This design comes from an exercise in tuning for small area on the open sky130 flow, not from production work. Function was checked by simulation only, so behaviour that the tests miss may differ from the original. No activity file was given, so power comes from the tool's default toggle rates.

File: flow/config.mk
export PLATFORM = sky130hd
export DESIGN_NAME = tamagotchi_top
export DESIGN_NICKNAME = tamagotchi_top
export VERILOG_FILES = /design/flow/design.v
export SDC_FILE = /design/flow/constraint.sdc
export NUM_CORES = 4
export LEC_CHECK = 0
export CAP_MARGIN = 20
export CORE_MARGIN = 2
export CORE_UTILIZATION = 40
export SLEW_MARGIN = 20
File: flow/constraint.sdc
create_clock -name core_clock -period 10.0 [get_ports {clk}]
set_input_delay 2.0000 -clock core_clock [delete_from_list [all_inputs] [get_ports {clk}]]
set_output_delay 2.0000 -clock core_clock [all_outputs]
set_load 0.01 [all_outputs]
File: flow/design.v
module tamagotchi_top (
    input        clk,
    input        reset,        
    input        btn_salud,    
    input        btn_ali,      
    input        btn_reset,    
    input        btn_test,     
    input        ult,          
    input        gyro,         
    output       rs,
    output       rw,
    output       enable,
    output [7:0] data,
    output [6:0] seg_display,
    output       clk_out,
    output       an,
    output       tstled
);
    reg [4:0] div;
    always @(posedge clk) begin
        if (!reset) div <= 5'd0;
        else        div <= div + 5'd1;
    end
    assign clk_out = div[4];
    assign enable  = div[2];
    wire fsm_tick = (div == 5'b01111);
    wire lcd_tick = (div[2:0] == 3'b011);
    wire [3:0] display_out;
    wire [1:0] display_out2;
    tamagotchi_fsm U_tamagotchi (
        .clk(clk),
        .reset(reset),
        .tick(fsm_tick),
        .btn_salud(btn_salud),
        .btn_ali(btn_ali),
        .ult(ult),
        .gyro(gyro),
        .btn_reset(btn_reset),
        .btn_test(btn_test),
        .display_out(display_out),
        .display_out2(display_out2),
        .seg_display(seg_display),
        .an(an),
        .tstled(tstled)
    );
    bucleEspera U_bucleEspera (
        .clk(clk),
        .reset(reset),
        .tick(lcd_tick),
        .select_figures(display_out),
        .sleep(display_out2),
        .rs(rs),
        .rw(rw),
        .data(data)
    );
endmodule
module tamagotchi_fsm (
    input wire btn_salud,
    input wire btn_ali,
    input wire ult,
    input wire gyro,
    input wire btn_reset,
    input wire btn_test,
    input wire clk,
    input wire reset,    
    input wire tick,     
    output wire [3:0] display_out,
    output reg  [1:0] display_out2,
    output wire [6:0] seg_display,
    output wire an,
    output wire tstled
    );
    reg [3:0] nivel_salud, nivel_energia, nivel_hambre, nivel_diversion;
    reg [4:0] timer_salud, timer_energia, timer_hambre, timer_diversion;
    reg [7:0] timer_diversion2, timer_energia2;
    reg energia_tst, diversion_tst;    
    reg test_mode, dead_mode;
    reg d3, d1, d0;                    
    reg [3:0] seg_lvl;                 
    wire d2 = (seg_lvl >= 4'd5);
    assign display_out = {d3, d2, d1, d0};
    assign an = 1'b0;
    assign tstled = ~test_mode;
    reg [3:0] n_s, n_e, n_h, n_d;
    reg [4:0] n_ts, n_te, n_th, n_td;
    reg [7:0] n_td2, n_te2;
    reg n_et, n_dt, n_test, n_dead;
    reg [3:0] n_disp;
    reg [1:0] n_do2;
    reg [3:0] n_seg;
    always @(*) begin
        n_s = nivel_salud; n_e = nivel_energia; n_h = nivel_hambre; n_d = nivel_diversion;
        n_ts = timer_salud; n_te = timer_energia; n_th = timer_hambre; n_td = timer_diversion;
        n_td2 = timer_diversion2; n_te2 = timer_energia2;
        n_et = energia_tst; n_dt = diversion_tst;
        n_test = test_mode; n_dead = dead_mode;
        n_disp = display_out;
        n_do2 = display_out2;
        if (!btn_reset) begin
            n_s = 4'd8; n_e = 4'd8; n_h = 4'd8; n_d = 4'd8;
            n_disp = 4'b1000;
            n_do2 = 2'b00;
            n_test = 1'b0;
            n_dead = 1'b0;
            n_et = 1'b0; n_dt = 1'b0;
            n_td = 0; n_te = 0; n_th = 0; n_ts = 0;
        end
        if (!btn_test) begin
            n_test = 1'b1;
            n_d = 4'd1; n_e = 4'd1; n_s = 4'd1; n_h = 4'd1;
            n_dead = 1'b0;
            n_do2 = 2'b00;
        end
        if (nivel_diversion == 4'd1 && nivel_energia == 4'd1 &&
            nivel_salud == 4'd1 && nivel_hambre == 4'd1 && !test_mode)
            n_dead = 1'b1;
        if (test_mode) begin
            if (!btn_salud && nivel_salud != 4'd1) begin
                n_disp = 4'b0000;
                if (display_out == 4'b0100) n_s = 4'd1;
            end
            if (!btn_salud && nivel_salud == 4'd1) begin
                n_disp = 4'b0000;
                if (display_out == 4'b0000) n_s = 4'd10;
            end
            if (!btn_ali && nivel_hambre != 4'd1) begin
                n_disp = 4'b0010;
                if (display_out == 4'b0110) n_h = 4'd1;
            end
            if (!btn_ali && nivel_hambre == 4'd1) begin
                n_disp = 4'b0110;
                if (display_out == 4'b0010) n_h = 4'd10;
            end
            if (ult && !diversion_tst) begin
                n_disp = 4'b0011;
                if (display_out == 4'b0011 && timer_diversion2 > 2) begin
                    n_d = 4'd10; n_td2 = 0; n_dt = 1'b1;
                end else n_td2 = timer_diversion2 + 1;
            end
            if (ult && diversion_tst) begin
                n_disp = 4'b0111;
                if (display_out == 4'b0111 && timer_diversion2 > 2) begin
                    n_d = 4'd1; n_td2 = 0; n_dt = 1'b0;
                end else n_td2 = timer_diversion2 + 1;
            end
            if (!gyro && !energia_tst) begin
                n_disp = 4'b0001;
                if (display_out == 4'b0001 && timer_energia2 > 2) begin
                    n_e = 4'd10; n_te2 = 0; n_et = 1'b1;
                end else n_te2 = timer_energia2 + 1;
            end
            if (!gyro && energia_tst) begin
                n_disp = 4'b0101;
                if (display_out == 4'b0101 && timer_energia2 > 2) begin
                    n_e = 4'd1; n_te2 = 0; n_et = 1'b0;
                end else n_te2 = timer_energia2 + 1;
            end
        end
        if (!dead_mode && !test_mode) begin
            if (!btn_salud && nivel_salud < 4'd5) begin
                n_disp = 4'b0000;
                if (display_out == 4'b0000) n_s = nivel_salud + 1;
            end
            if (!btn_salud && nivel_salud > 4'd4) begin
                n_disp = 4'b0100;
                if (nivel_salud < 4'd10 && display_out == 4'b0100) n_s = nivel_salud + 1;
            end
            if (!btn_ali && nivel_hambre < 4'd5) begin
                n_disp = 4'b0010;
                if (display_out == 4'b0010) n_h = nivel_hambre + 1;
            end
            if (!btn_ali && nivel_hambre > 4'd4) begin
                n_disp = 4'b0110;
                if (nivel_hambre < 4'd10 && display_out == 4'b0110) n_h = nivel_hambre + 1;
            end
            if (ult && nivel_diversion < 4'd5) begin
                n_disp = 4'b0011;
                if (display_out == 4'b0011 && timer_diversion2 == 6) begin
                    n_d = nivel_diversion + 1; n_td2 = 0;
                end else n_td2 = timer_diversion2 + 1;
            end
            if (ult && nivel_diversion > 4'd4) begin
                n_disp = 4'b0111;
                if (nivel_diversion < 4'd10 && display_out == 4'b0111 && timer_diversion2 == 6) begin
                    n_d = nivel_diversion + 1; n_td2 = 0;
                end else n_td2 = timer_diversion2 + 1;
            end
            if (!gyro && nivel_energia < 4'd5) begin
                n_disp = 4'b0101;
                n_do2 = 2'b01;
                if (display_out2 == 2'b01 && timer_energia2 == 12) begin
                    n_e = nivel_energia + 1; n_te2 = 0;
                end else n_te2 = timer_energia2 + 1;
            end
            if (!gyro && nivel_energia > 4'd4) begin
                n_disp = 4'b0101;
                n_do2 = 2'b01;
                if (nivel_energia < 4'd10 && display_out2 == 2'b01 && timer_energia2 == 12) begin
                    n_e = nivel_energia + 1; n_te2 = 0;
                end else n_te2 = timer_energia2 + 1;
            end
        end
        if (!test_mode) begin
            if (timer_salud == 24 && nivel_salud > 4'd1) begin
                n_s = nivel_salud - 1; n_ts = 0;
            end else n_ts = timer_salud + 1;
            if (nivel_salud == 4'd1) n_ts = 0;
            if (gyro) begin
                if (!dead_mode) begin
                    n_do2 = 2'b00;
                    if (timer_energia == 24 && nivel_energia > 4'd1) begin
                        n_e = nivel_energia - 1; n_te = 0;
                    end else n_te = timer_energia + 1;
                    if (nivel_energia == 4'd1) n_te = 0;
                end
                if (dead_mode) n_do2 = 2'b11;
            end
            if (timer_hambre == 24 && nivel_hambre > 4'd1) begin
                n_h = nivel_hambre - 1; n_th = 0;
            end else n_th = timer_hambre + 1;
            if (nivel_hambre == 4'd1) n_th = 0;
            if (timer_diversion == 24 && nivel_diversion > 4'd1) begin
                n_d = nivel_diversion - 1; n_td = 0;
            end else n_td = timer_diversion + 1;
            if (nivel_diversion == 4'd1) n_td = 0;
        end
        case (display_out[1:0])
            2'b00: n_seg = nivel_salud;
            2'b01: n_seg = nivel_energia;
            2'b10: n_seg = nivel_hambre;
            default: n_seg = nivel_diversion;
        endcase
    end
    always @(posedge clk) begin
        if (!reset) begin
            nivel_salud <= 4'd3;
            nivel_energia <= 4'd4;
            nivel_hambre <= 4'd5;
            nivel_diversion <= 4'd6;
            timer_salud <= 0;
            timer_energia <= 0;
            timer_hambre <= 0;
            timer_diversion <= 0;
            timer_diversion2 <= 0;
            timer_energia2 <= 0;
            d3 <= 1'b1; d1 <= 1'b0; d0 <= 1'b0;
            display_out2 <= 2'b00;
            dead_mode <= 1'b0;
            test_mode <= 1'b0;
            seg_lvl <= 4'd0;
            energia_tst <= 1'b0;
            diversion_tst <= 1'b0;
        end else if (tick) begin
            nivel_salud <= n_s;
            nivel_energia <= n_e;
            nivel_hambre <= n_h;
            nivel_diversion <= n_d;
            timer_salud <= n_ts;
            timer_energia <= n_te;
            timer_hambre <= n_th;
            timer_diversion <= n_td;
            timer_diversion2 <= n_td2;
            timer_energia2 <= n_te2;
            d3 <= n_disp[3]; d1 <= n_disp[1]; d0 <= n_disp[0];
            display_out2 <= n_do2;
            dead_mode <= n_dead;
            test_mode <= n_test;
            seg_lvl <= n_seg;
            energia_tst <= n_et;
            diversion_tst <= n_dt;
        end
    end
    function [6:0] get_seg_display;
        input [3:0] level;
        case (level)
            4'd1:  get_seg_display = 7'b1111001;
            4'd2:  get_seg_display = 7'b0100100;
            4'd3:  get_seg_display = 7'b0110000;
            4'd4:  get_seg_display = 7'b0011001;
            4'd5:  get_seg_display = 7'b0010010;
            4'd6:  get_seg_display = 7'b0000010;
            4'd7:  get_seg_display = 7'b1111000;
            4'd8:  get_seg_display = 7'b0000000;
            4'd9:  get_seg_display = 7'b0010000;
            4'd10: get_seg_display = 7'b0001000;
            default: get_seg_display = 7'b1111111;
        endcase
    endfunction
    assign seg_display = get_seg_display(seg_lvl);
endmodule
module bucleEspera (
    input clk,
    input reset,                  
    input tick,                   
    input [3:0] select_figures,
    input [1:0] sleep,
    output reg rs,
    output rw,
    output reg [7:0] data
);
localparam M_INIT   = 3'd0;   
localparam M_CC0    = 3'd1;   
localparam M_SV     = 3'd2;   
localparam M_CREATE = 3'd3;   
localparam M_CC1    = 3'd4;   
localparam M_SCW    = 3'd5;   
localparam M_WAIT   = 3'd6;   
localparam C_ZERO = 3'd0, C_FELIZ = 3'd1, C_TRISTE = 3'd2, C_NEUTRO = 3'd3,
           C_DORMIDO = 3'd4, C_MUERTO = 3'd5;
localparam L_ZERO = 3'd0, L_SALUD = 3'd1, L_ENERGIA = 3'd2, L_COMIDA = 3'd3,
           L_DIVERSION = 3'd4, L_ZZZ = 3'd5, L_MUERTE = 3'd6;
reg [2:0] mode;
reg [5:0] n;
reg t;
reg change;
reg [2:0] sel1, sel2;
reg [4:0] gatoFeliz [0:63];
reg [4:0] gatoTriste [0:63];
reg [4:0] gatoNeutro [0:63];
reg [4:0] energia [0:63];
reg [4:0] diversion [0:63];
reg [4:0] alimentacion [0:63];
reg [4:0] salud [0:63];
reg [4:0] gatoDormido [0:63];
reg [4:0] zzz [0:63];
reg [4:0] gatoMuerto [0:63];
reg [4:0] muerte [0:63];
initial begin
	$readmemb("GatoFelizF.mem", gatoFeliz);
	$readmemb("GatoTristeF.mem", gatoTriste);
	$readmemb("GatoNeutroF.mem", gatoNeutro);
	$readmemb("ComidaF.mem", alimentacion);
	$readmemb("EnergiaF.mem", energia);
	$readmemb("SaludF.mem", salud);
	$readmemb("DiversionF.mem", diversion);
	$readmemb("GatoDormido.mem", gatoDormido);
	$readmemb("ZZZ.mem", zzz);
	$readmemb("GatoMuerto.mem", gatoMuerto);
	$readmemb("Muerte.mem", muerte);
end
reg [4:0] row1, row2;
always @(*) begin
    case (sel1)
        C_FELIZ:   row1 = gatoFeliz[n];
        C_TRISTE:  row1 = gatoTriste[n];
        C_NEUTRO:  row1 = gatoNeutro[n];
        C_DORMIDO: row1 = gatoDormido[n];
        C_MUERTO:  row1 = gatoMuerto[n];
        default:   row1 = 5'd0;
    endcase
    case (sel2)
        L_SALUD:     row2 = salud[n];
        L_ENERGIA:   row2 = energia[n];
        L_COMIDA:    row2 = alimentacion[n];
        L_DIVERSION: row2 = diversion[n];
        L_ZZZ:       row2 = zzz[n];
        L_MUERTE:    row2 = muerte[n];
        default:     row2 = 5'd0;
    endcase
end
assign rw = 1'b0;
always @(*) begin
    rs = 1'b0;
    data = 8'h00;
    case (mode)
        M_INIT: case (n[1:0])
            2'd1: data = 8'h38;
            2'd2: data = 8'h0C;
            2'd3: data = 8'h01;
            default: data = 8'h00;
        endcase
        M_CC0, M_SV: data = 8'h01;
        M_CREATE: if (!t) data = {2'b01, n[5:3], 3'b000};
                  else begin rs = 1'b1; data = {3'b000, change ? row2 : row1}; end
        M_CC1: data = 8'h0C;
        M_SCW: if (!t) data = {1'b1, n[2], 3'b000, change, n[1:0]};
               else begin rs = 1'b1; data = {5'b00000, n[2:0]}; end
        M_WAIT: if (!t) rs = 1'b1;
                else data = 8'hC4;
        default: ;
    endcase
end
always @(posedge clk) begin
    if (!reset) begin
        mode <= M_INIT;
        n <= 6'd0;
        t <= 1'b0;
        change <= 1'b0;
        sel1 <= C_ZERO;
        sel2 <= L_ZERO;
    end else if (tick) begin
        case (mode)
            M_INIT: begin
                if (n[1:0] == 2'd3) begin
                    mode <= M_CC0; n <= 6'd0;
                end else n <= n + 6'd1;
            end
            M_CC0: begin
                mode <= M_SV;
                if (sleep == 2'b01) begin
                    sel1 <= C_DORMIDO; sel2 <= L_ZZZ;
                end else if (sleep == 2'b11) begin
                    sel1 <= C_MUERTO; sel2 <= L_MUERTE;
                end else begin
                    case (select_figures[3:2])
                        2'b01: sel1 <= C_FELIZ;
                        2'b00: sel1 <= C_TRISTE;
                        2'b10: sel1 <= C_NEUTRO;
                        default: ;
                    endcase
                    if (select_figures[3:2] == 2'b10) sel2 <= L_ZERO;
                    else case (select_figures[1:0])
                        2'b00: sel2 <= L_SALUD;
                        2'b01: sel2 <= L_ENERGIA;
                        2'b10: sel2 <= L_COMIDA;
                        default: sel2 <= L_DIVERSION;
                    endcase
                end
            end
            M_SV: begin
                mode <= M_CREATE; n <= 6'd0; t <= 1'b0;
            end
            M_CREATE: begin
                if (!t) t <= 1'b1;
                else if (n == 6'd62) begin
                    mode <= M_CC1; n <= 6'd0; t <= 1'b0;
                end else begin
                    n <= n + 6'd1;
                    if (n[2:0] == 3'd7) t <= 1'b0;
                end
            end
            M_CC1: begin
                mode <= M_SCW; n <= 6'd0; t <= 1'b0;
            end
            M_SCW: begin
                if (!t) t <= 1'b1;
                else begin
                    t <= 1'b0;
                    if (n[2:0] == 3'd7) begin
                        mode <= M_WAIT; n <= 6'd0; change <= ~change;
                    end else n <= n + 6'd1;
                end
            end
            M_WAIT: begin
                if (!t) begin
                    if (n == 6'd25) begin
                        mode <= M_CC0; n <= 6'd0;
                    end else t <= 1'b1;
                end else begin
                    t <= 1'b0; n <= n + 6'd1;
                end
            end
            default: mode <= M_INIT;
        endcase
    end
end
endmodule
File: flow/ComidaF.mem
00000
00000
00000
00000
00000
00000
00000
00000
00000
00000
00000
00000
00000
00000
00000
00000
00000
00000
00011
00100
01000
01000
10000
10000
00000
00000
11100
00010
00010
00001
00001
00001
00000
00000
00000
00000
00000
00000
00000
00000
00001
00001
01111
10000
10000
01001
01001
00110
00000
00000
00000
11111
10000
00000
00000
00000
00001
00010
01100
10000
00000
00000
00000
00000
File: flow/DiversionF.mem
00000
00000
00000
00000
00000
00000
00000
00000
00100
00100
00101
01001
10001
11111
10000
10000
00000
11101
00010
00010
00000
10001
00001
00000
00000
10000
01000
01000
00100
10100
10010
00100
00000
00000
00000
00000
00000
00000
00000
00000
10000
01000
00111
00000
00000
00000
00000
00000
00000
00011
11100
00000
00000
00000
00000
00000
10000
00000
00000
00000
00000
00000
00000
00000
File: flow/EnergiaF.mem
00000
00000
00000
00000
00000
00000
00000
00000
00000
00000
00000
00001
00010
00010
00010
00010
00000
01110
10001
11111
00000
00011
00110
01100
00000
00000
00000
10000
01000
01000
01000
01000
00000
00000
00000
00000
00000
00000
00000
00000
00010
00010
00010
00010
00010
00010
00001
00000
11111
00110
01100
11000
00000
00000
11111
00000
01000
01000
01000
01000
01000
01000
10000
00000
File: flow/GatoDormido.mem
00011
00100
00100
00100
00100
00100
00100
00100
00000
10000
01000
00100
00100
00011
00000
01110
00000
00001
00010
00100
00100
11000
00000
01110
11000
00100
00100
00100
00100
00100
00100
00100
01000
10000
01000
10000
01100
00010
00001
00000
01110
00000
00000
00000
00000
00000
00000
11111
01110
00000
00000
01110
01010
01110
00000
11111
00010
00001
00010
00001
00110
01000
10000
00000
File: flow/GatoFelizF.mem
00011
00100
00100
00100
00100
00100
00100
00100
00000
10000
01000
00100
00100
00011
00000
01100
00000
00001
00010
00100
00100
11000
00000
00110
11000
00100
00100
00100
00100
00100
00100
00100
01000
10000
01000
10000
01100
00010
00001
00000
01100
01100
00000
00000
01001
00110
00000
11111
00110
00110
00000
00000
10010
01100
00000
11111
00010
00001
00010
00001
00110
01000
10000
00000
File: flow/GatoMuerto.mem
00011
00100
00100
00100
00100
00100
00100
00100
00000
10000
01000
00100
00100
00011
00000
00000
00000
00001
00010
00100
00100
11000
00000
00000
11000
00100
00100
00100
00100
00100
00100
00100
01000
10000
01000
10000
01100
00010
00001
00000
01010
00100
01010
00000
00000
00000
00000
11111
01010
00100
01010
00000
11110
01100
00000
11111
00010
00001
00010
00001
00110
01000
10000
00000
File: flow/GatoNeutroF.mem
00011
00100
00100
00100
00100
00100
00100
00100
00000
10000
01000
00100
00100
00011
00000
01100
00000
00001
00010
00100
00100
11000
00000
00110
11000
00100
00100
00100
00100
00100
00100
00100
01000
10000
01000
10000
01100
00010
00001
00000
01100
01100
00000
00000
00111
00000
00000
11111
00110
00110
00000
00000
11100
00000
00000
11111
00010
00001
00010
00001
00110
01000
10000
00000
File: flow/GatoTristeF.mem
00011
00100
00100
00100
00100
00100
00100
00100
00000
10000
01000
00100
00100
00011
00000
01100
00000
00001
00010
00100
00100
11000
00000
00110
11000
00100
00100
00100
00100
00100
00100
00100
01000
10000
01000
10000
01100
00010
00001
00000
01100
01100
00000
00011
00100
00100
00000
11111
00110
00110
00000
11000
00100
00100
00000
11111
00010
00001
00010
00001
00110
01000
10000
00000
File: flow/Muerte.mem
00000
00000
00000
00000
00000
00000
00000
00000
00000
00000
00000
00001
00010
00010
00010
00010
00000
01110
10001
00100
01110
00100
00100
00000
00000
00000
00000
10000
01000
01000
01000
01000
00000
00000
00000
00000
00000
00000
00000
00000
00010
00010
00010
00010
00010
00010
00010
11111
00000
01010
01110
01110
00000
00000
00000
11111
01000
01000
01000
01000
01000
01000
01000
11111
File: flow/SaludF.mem
00000
00000
00000
00000
00000
00000
00000
00000
00000
00111
01000
10000
10000
10000
10000
10000
00000
10001
01010
00100
00000
00000
00000
00000
00000
11100
00010
01001
00101
00001
00001
00001
00000
00000
00000
00000
00000
00000
00000
00000
01000
00100
00010
00001
00000
00000
00000
00000
00000
00000
00000
00000
10001
01010
00100
00000
00010
00100
01000
10000
00000
00000
00000
00000
File: flow/ZZZ.mem
00000
00000
00000
00000
00000
00000
00000
00000
00000
00000
11110
00010
00100
01000
10000
11110
00000
00000
00000
00000
00000
00000
00000
00000
00000
00000
11110
00010
00100
01000
10000
11110
11100
00100
01000
10000
11100
00000
00000
00000
00000
00000
00000
00000
00000
00000
00000
00000
11100
00100
01000
10000
11100
00000
00000
00000
00000
00000
00000
00000
00000
00000
00000
00000
File: flow/run.sh
#!/bin/bash
# synth_recipe.tcl (not shown) runs the flow's synth.tcl, then flattens the netlist and writes it again
# the make line also repeats each setting of config.mk as NAME=value (left out here)
make -C /OpenROAD-flow-scripts/flow DESIGN_CONFIG=/design/flow/config.mk WORK_HOME=/design/flow/orfs CLKGATE_MAP_FILE= SYNTH_SCRIPT=/design/flow/synth_recipe.tcl finish
==> flow_summary.yaml <==
floorplanning:
  ios: 29
  initial_core_util: 0.408
  die_w_um: 164
  rows: 58
  coreArea_um2: 25200
  die_h_um: 164
  dieArea_um2: 27000
synth:
  ys_warn_count: 3
  synth_edf_count: 0
  synth_largest_area_cell: "dfxtp_1"
  synth_ff_type: "dfxtp_1"
  synthArstFlopShare: 0
  seq_area_frac_synth: 0.281
  synth_cells: 1394
  yosysTopAreaCellShare: 0.281
  synth-seq-cells: 144
  yosysUniqueCellTypes: 92
  synth_most_common_cell: "nor2_1"
  synth_area_per_cell_um2: 7.36
  synth_commonest_cells: "150 x nor2_1, 144 x dfxtp_1, 142 x a21oi_1"
  synthesis.area_um2: 10300
  synth_area_leaders: "dfxtp_1 28%, a21oi_1 6.9%, ha_1 6.5%"
route:
  first_pass_iters: 7
  routed_via_density: 6.29
  finalWirelength_um: 35900
  antenna_left: 0
  post_drt_wl_per_cell_um: 21.1
  drc: 0
  via_count: 10700
  drtIter0Drc: 1286
clocking:
  cts_resized: 0
  cts.sinks: 144
  cts_root_buffer: "clkbuf_16"
  clk_latency_ps: 440
  htreeDepth: 4
  cts_tree: "done"
  cts-hold-fix-buffers: 0
  post_cts_buffers: 0
  clockBufferDepth: 2
  clkTransAtPathRegs_ps: 70
  cts_buffers: 17
power_and_ir_drop:
  leakage_nw: 3.99
  power_density_nw_per_um2: 112
  ir_drop_mv: 0.0720
final_layout:
  insertedDiodeCount: 0
  drive_above_1_share: 0.0621
  n_fill_cell: 2552
  area_growth_pct: 9.07
  fin_util: 0.445
  nets: 1417
global_routing:
  gr-usage-all-layers: 0.268
  grt_pass1_wl_um: 57200
  grt_pass1_vias: 10200
  grt_overflow_total: 0
  grt_max_degree: 69
  antenna_found_initial: 0
placement:
  place_congestion: 0.991
  portBuffers: 26
  hpwl_um: 25000
sta:
  tightest_slew_ps: 1170
  fmax_mhz: 182
  maxSlewViolCount: 0
  finalSetupTns_ps: 0
  slew-limit-headroom: 0.221
  period_minus_slack_ps: 5500
  finalSetupViolCount: 0
  clock_skew_ps: 17.7
  hold_violations: 0
  fin_crit_sh: 0.550
  rsz0062_at_grt: "false"
run_status:
  outcome: "finished clean"
critical_path:
  endpoint: "data[3]"
  reg2reg_slack_ps: 4920
  startpoint: "U_bucleEspera.sel2[2]"
  worstReg2RegStart: "div[0]"
  cp_data_required_time_ps: 8000
  worst_r2r_path_depth: 16
  path_max_fanout: 16
  endpoint_kind: "output pin"
  start_kind: "flop"
  arrival_ps: 3500
  crit_type: "flop to output pin"
run:
  maxCapViolCount: 0
hold_path:
  hold_depth: 1
  hold_path.class: "flop to flop"
## layout make-up
cell class                 instances  area, µm²  share of cell area
timing repair buffer              38        345              0.0309
sequential                       144       2880               0.258
clock buffer                      20        457              0.0408
clock inverter                    12        101             0.00905
inverter                          64        240              0.0215
multi-input combinational       1091       6750               0.603
tap                              330        413              0.0369
## worst max-delay path: stages (launching register included)
cell and delay (ps):
dfxtp_1 800, nor2b_1 350, a221oi_1 120, a211oi_1 470
a21oi_1 140, nand2_1 140, o21ai_0 100, o31ai_1 300
clkdlybuf4s50_1 620
## report_power, final
part,internal [mW],switching (mW),leakage (nW)
combinational,0.0194,0.0440,2.57
sequential,0.578,0.00336,1.16
clock,0.336,0.277,0.264
## per-stage QoR
| stage | setup WS (ps) | hold slack (ps) | total power [mW] | area [µm²] | instances |
|---|---|---|---|---|---|
| after floorplan | 5340 | 402 | 0.634 | 10300 | 1395 |
| after global placement | 4300 | 415 | 0.656 | 10600 | 1667 |
| after detailed placement | 4330 | 428 | 0.656 | 10600 | 1667 |
| after CTS | 4480 | 444 | 1.26 | 11200 | 1699 |
| after global routing | 4290 | 482 | 1.30 | 11200 | 1699 |
| final | 4500 | 446 | 1.26 | 11200 | 1699 |
## logic make-up after synthesis
group | Yosys count | share of synthesized area
muxes | 27 | 0.0287
xor gates and xnor gates | 12 | 0.0102
buffers and inverters | 160 | 0.0621
and+or+nand+nor | 494 | 0.234
other | 1 | 0.000365
adders and majority gates | 53 | 0.0646
AOI/OAI and AO/OA | 503 | 0.319
DFF | 144 | 0.281
## worst min-delay path by stage
stage,startpoint,endpoint,slack (ps)
finish,div[0],div[0],450
global route,div[0],div[0],480
CTS,div[0],div[0],440
detailed placement,div[0],div[0],430
global placement,div[0],div[0],420
floorplan,div[0],div[0],400
## layout by cell type, fill, tap and decap left out, types with 25 or more instances in the layout
cell type        count
ha_1                52
nor3_1              37
nand3_1             47
a31oi_1             25
a21oi_1            142
nand2_1            121
nor2_1             150
o21ai_0            113
inv_1               57
dfxtp_1            144
o211ai_1            25
clkdlybuf4s50_1     25
## routing by layer
layer | global-route usage | vias to the layer above | part of all wire
met5 | 0 | - | 0
met4 | 0.113 | 0 | 0.035
li1 | - | 5064 | -
met2 | 0.435 | 460 | 0.46
met3 | 0.0422 | 100 | 0.064
met1 | 0.353 | 5061 | 0.44

## static timing again, ports no longer ideal
How much do the figures lean on ideal ports? The routed layout below was timed once more, with nothing changed but the port constraints. Step 1 sets driving cells, clkbuf_16 on the clock port and buf_2 on the other inputs (assumed; they add their load-dependent delay and slew). Step 2 adds t to the input delays and takes it off the output delays; t is the mean of the earliest and latest rising clock arrival at the registers after step 1. Input paths then give back, and output paths get back, about the clock's delay inside the block. a / b / c = no drivers / after step 1 / after step 2; a / b = the first two.
t, ns: 0.476
slack for setup (ns): 4.498 / 4.450 / 4.151
hold slack, ns: 0.446 / 0.446 / 0.446
worst register clock-pin slew, ns: 0.07 / 0.07
After both steps setup and hold are still met in this run. For this run, drivers alone change the setup slack by -0.048 ns; drivers and shift together by -0.347 ns.
